From an optimization exercise on the open Yosys and OpenROAD flow, aimed at small area, a short achievable clock period and few clock cycles per item; shortcuts taken in it are not production practice. The RTL was checked by simulation tests, not by an equivalence proof against the original design. No activity file was given, so power comes from the tool's default toggle rates.

Setup of v6:
==> flow/design.v <==
module bloom_bram #(
  parameter BIT_ARRAY_SIZE = 1024,
  parameter ADDR_WIDTH     = $clog2(BIT_ARRAY_SIZE)
)(
  input  logic                     clk,
  input  logic                     clr,
  input  logic [31:0]              row0,
  input  logic [4:0]               col0,
  input  logic [31:0]              row1,
  input  logic [4:0]               col1,
  output logic                     dout0,
  output logic                     dout1
);
  localparam ROWS = 32;
  localparam COLS = 32;
  logic [BIT_ARRAY_SIZE-1:0] mem;
  logic [COLS-1:0] col0d, col1d;
  assign col0d = {{(COLS-1){1'b0}}, 1'b1} << col0;
  assign col1d = {{(COLS-1){1'b0}}, 1'b1} << col1;
  logic [BIT_ARRAY_SIZE-1:0] set;
  for (genvar i = 0; i < BIT_ARRAY_SIZE; i++) begin : g_set
    assign set[i] = (row0[i / COLS] & col0d[i % COLS]) | (row1[i / COLS] & col1d[i % COLS]);
  end
  always_ff @(posedge clk) begin
    if (clr)
      mem <= '0;
    else
      mem <= mem | set;
  end
  logic [COLS-1:0] hit0, hit1;
  for (genvar c = 0; c < COLS; c++) begin : g_rd
    logic [ROWS-1:0] colbits;
    for (genvar r = 0; r < ROWS; r++) begin : g_r
      assign colbits[r] = mem[r * COLS + c];
    end
    assign hit0[c] = col0d[c] & |(row0 & colbits);
    assign hit1[c] = col1d[c] & |(row1 & colbits);
  end
  assign dout0 = |hit0;
  assign dout1 = |hit1;
endmodule
module bloom_filter_optimized #(
  parameter BIT_ARRAY_SIZE = 1024,
  parameter HASH_WIDTH     = $clog2(BIT_ARRAY_SIZE)
)(
  input  logic                clk,
  input  logic                rst_n,        
  input  logic                enable,       
  input  logic [31:0]         src_ip,       
  input  logic [31:0]         dest_ip,      
  input  logic [15:0]         tag,          
  output logic                safe,         
  output logic                output_valid, 
  output logic [63:0]         header,       
  output logic [15:0]         out_tag,      
  output logic                busy          
);
  assign busy = 1'b0;
  function automatic [31:0] jsum (input logic [31:0] h, input logic [7:0] b);
    jsum = h + (h << 10) + {14'd0, b, 2'd0, b};
  endfunction
  function automatic [31:0] jmix (input logic [31:0] x);
    jmix = x ^ (x >> 6);
  endfunction
  function automatic [HASH_WIDTH-1:0] jfinal (input logic [31:0] f);
    logic [20:0] g;
    begin
      g = f[20:0] + {f[17:0], 3'd0};
      jfinal = g[9:0] ^ g[20:11];
    end
  endfunction
  logic        v1, v2, v3, v4, v5;
  logic [79:0] d1, d2, d3, d4, d5;        
  logic [31:0] s2, t2, s3, t3, s4, t4;    
  logic [HASH_WIDTH-1:0] hs, hd;
  logic [31:0] rs5, rd5;
  logic [4:0]  cs5, cd5;
  logic rd_s, rd_d;
  assign hs = jfinal(jmix(s4));
  assign hd = jfinal(jmix(t4));
  always_ff @(posedge clk) begin
    d1 <= {src_ip, dest_ip, tag};
    d2 <= d1;
    d3 <= d2;
    d4 <= d3;
    d5 <= d4;
    s2 <= jsum(jmix({14'd0, d1[55:48], 2'd0, d1[55:48]}), d1[63:56]);
    t2 <= jsum(jmix({14'd0, d1[23:16], 2'd0, d1[23:16]}), d1[31:24]);
    s3 <= jsum(jmix(s2), d2[71:64]);
    t3 <= jsum(jmix(t2), d2[39:32]);
    s4 <= jsum(jmix(s3), d3[79:72]);
    t4 <= jsum(jmix(t3), d3[47:40]);
    rs5 <= v4 ? 32'd1 << hs[9:5] : 32'd0;
    cs5 <= hs[4:0];
    rd5 <= v4 ? 32'd1 << hd[9:5] : 32'd0;
    cd5 <= hd[4:0];
    header  <= d5[79:16];
    out_tag <= d5[15:0];
    safe    <= rd_s & rd_d;
  end
  logic clr;
  always_ff @(posedge clk)
    clr <= !rst_n;
  always_ff @(posedge clk) begin
    if (!rst_n) begin
      v1 <= 1'b0;
      v2 <= 1'b0;
      v3 <= 1'b0;
      v4 <= 1'b0;
      v5 <= 1'b0;
      output_valid <= 1'b0;
    end else begin
      v1 <= enable;
      v2 <= v1;
      v3 <= v2;
      v4 <= v3;
      v5 <= v4;
      output_valid <= v5;
    end
  end
  bloom_bram #(
    .BIT_ARRAY_SIZE(BIT_ARRAY_SIZE),
    .ADDR_WIDTH(HASH_WIDTH)
  ) u_bram (
    .clk(clk),
    .clr(clr),
    .row0(rs5),
    .col0(cs5),
    .row1(rd5),
    .col1(cd5),
    .dout0(rd_s),
    .dout1(rd_d)
  );
endmodule
==> flow/config.mk <==
export PLATFORM = sky130hd
export DESIGN_NAME = bloom_filter_optimized
export DESIGN_NICKNAME = bloom_filter_optimized
export VERILOG_FILES = /design/flow/design.v
export SDC_FILE = /design/flow/constraint.sdc
export NUM_CORES = 4
export LEC_CHECK = 0
export CAP_MARGIN = 20
export CORE_MARGIN = 2
export CORE_UTILIZATION = 50
export PLACE_DENSITY = 0.65
export SLEW_MARGIN = 20
==> flow/constraint.sdc <==
create_clock -name core_clock -period 14.0 [get_ports {clk}]
set_input_delay 2.8000 -clock core_clock [delete_from_list [all_inputs] [get_ports {clk}]]
set_output_delay 2.8000 -clock core_clock [all_outputs]
set_load 0.01 [all_outputs]
standard.sh (not shown) runs the stock make flow with config.mk's settings and CLKGATE_MAP_FILE= SYNTH_SCRIPT=/design/flow/synth_recipe.tcl, a recipe that flattens the netlist after the stock synthesis.
==> flow/flow/run.sh <==
#!/bin/bash
# Standard ORFS layout (the standard.sh), with the timing repair steps
# aiming for more setup slack than the design's clock period needs, plain
# buffers on the ports and a clock tree without dummy loads and with larger
# sink clusters.  The flow's output goes to its own log.
set -euo pipefail
bash standard.sh \
  SETUP_SLACK_MARGIN=10.1 \
  "BUFFER_PORTS_ARGS=-buffer_cell sky130_fd_sc_hd__buf_1" \
  "CTS_ARGS=-sink_clustering_enable -repair_clock_nets -dont_use_dummy_load -sink_clustering_size 35 -sink_clustering_max_diameter 70" \
  finish > standard_flow.log 2>&1
Looking at the reports, v6 completed the entire flow and the layout it produced met the timing, design-rule and antenna checks.
Testbench counts of v6, summed over its fixed seeds: cycles 12,048, items 12,000.
Input changes introduced in v7 (baseline for comparison: v6):
- PLACE_DENSITY now 0.72, was 0.65
==> notes.md <==
Compared v6 against v7; register share of total power within noise.
Of v7 and v6, it is v7 that has the lower wire length of the first global-routing pass.
On power per cell area, v6 and v7 are basically level.
Re global-route usage: v7 is 0.45 points down on v6.
Buffering overhead of v6 is on par with v7.
Relative to v6, layout-stage area growth over the synthesis result has decreased by 0.15 points in v7.
When v7 is set beside v6, its worst hold slack turns out to be 0.038 ns larger.
| number of DRC violations after detailed-routing iteration 0 | lower: v6 |

re-timing with driven ports:
No port has a modelled driver above. Below, the same layouts with a new extraction and two added sets of constraints. Step 1, drivers: a clkbuf_16 drives clk and a buf_2 each remaining input, both assumed. Step 2 moves the port delays by t, midway between the first and last clock arrival at a register: inputs arrive t later, outputs are due t later. That takes back most of the time a late clock gives input paths. a / b / c = ideal / step 1 / step 2; a / b = the first two.
| run | t, ns | setup slack, ns | worst hold slack (ns) | worst setup path at the end |
|---|---|---|---|---|
| v6 | 0.815 | 9.953 / 9.874 / 10.202 | 0.244 / 0.244 / 0.244 | register to register |
| v7 | 0.823 | 9.913 / 9.834 / 10.176 | 0.283 / 0.283 / 0.283 | register to register |
After both steps every run listed still meets setup and hold.
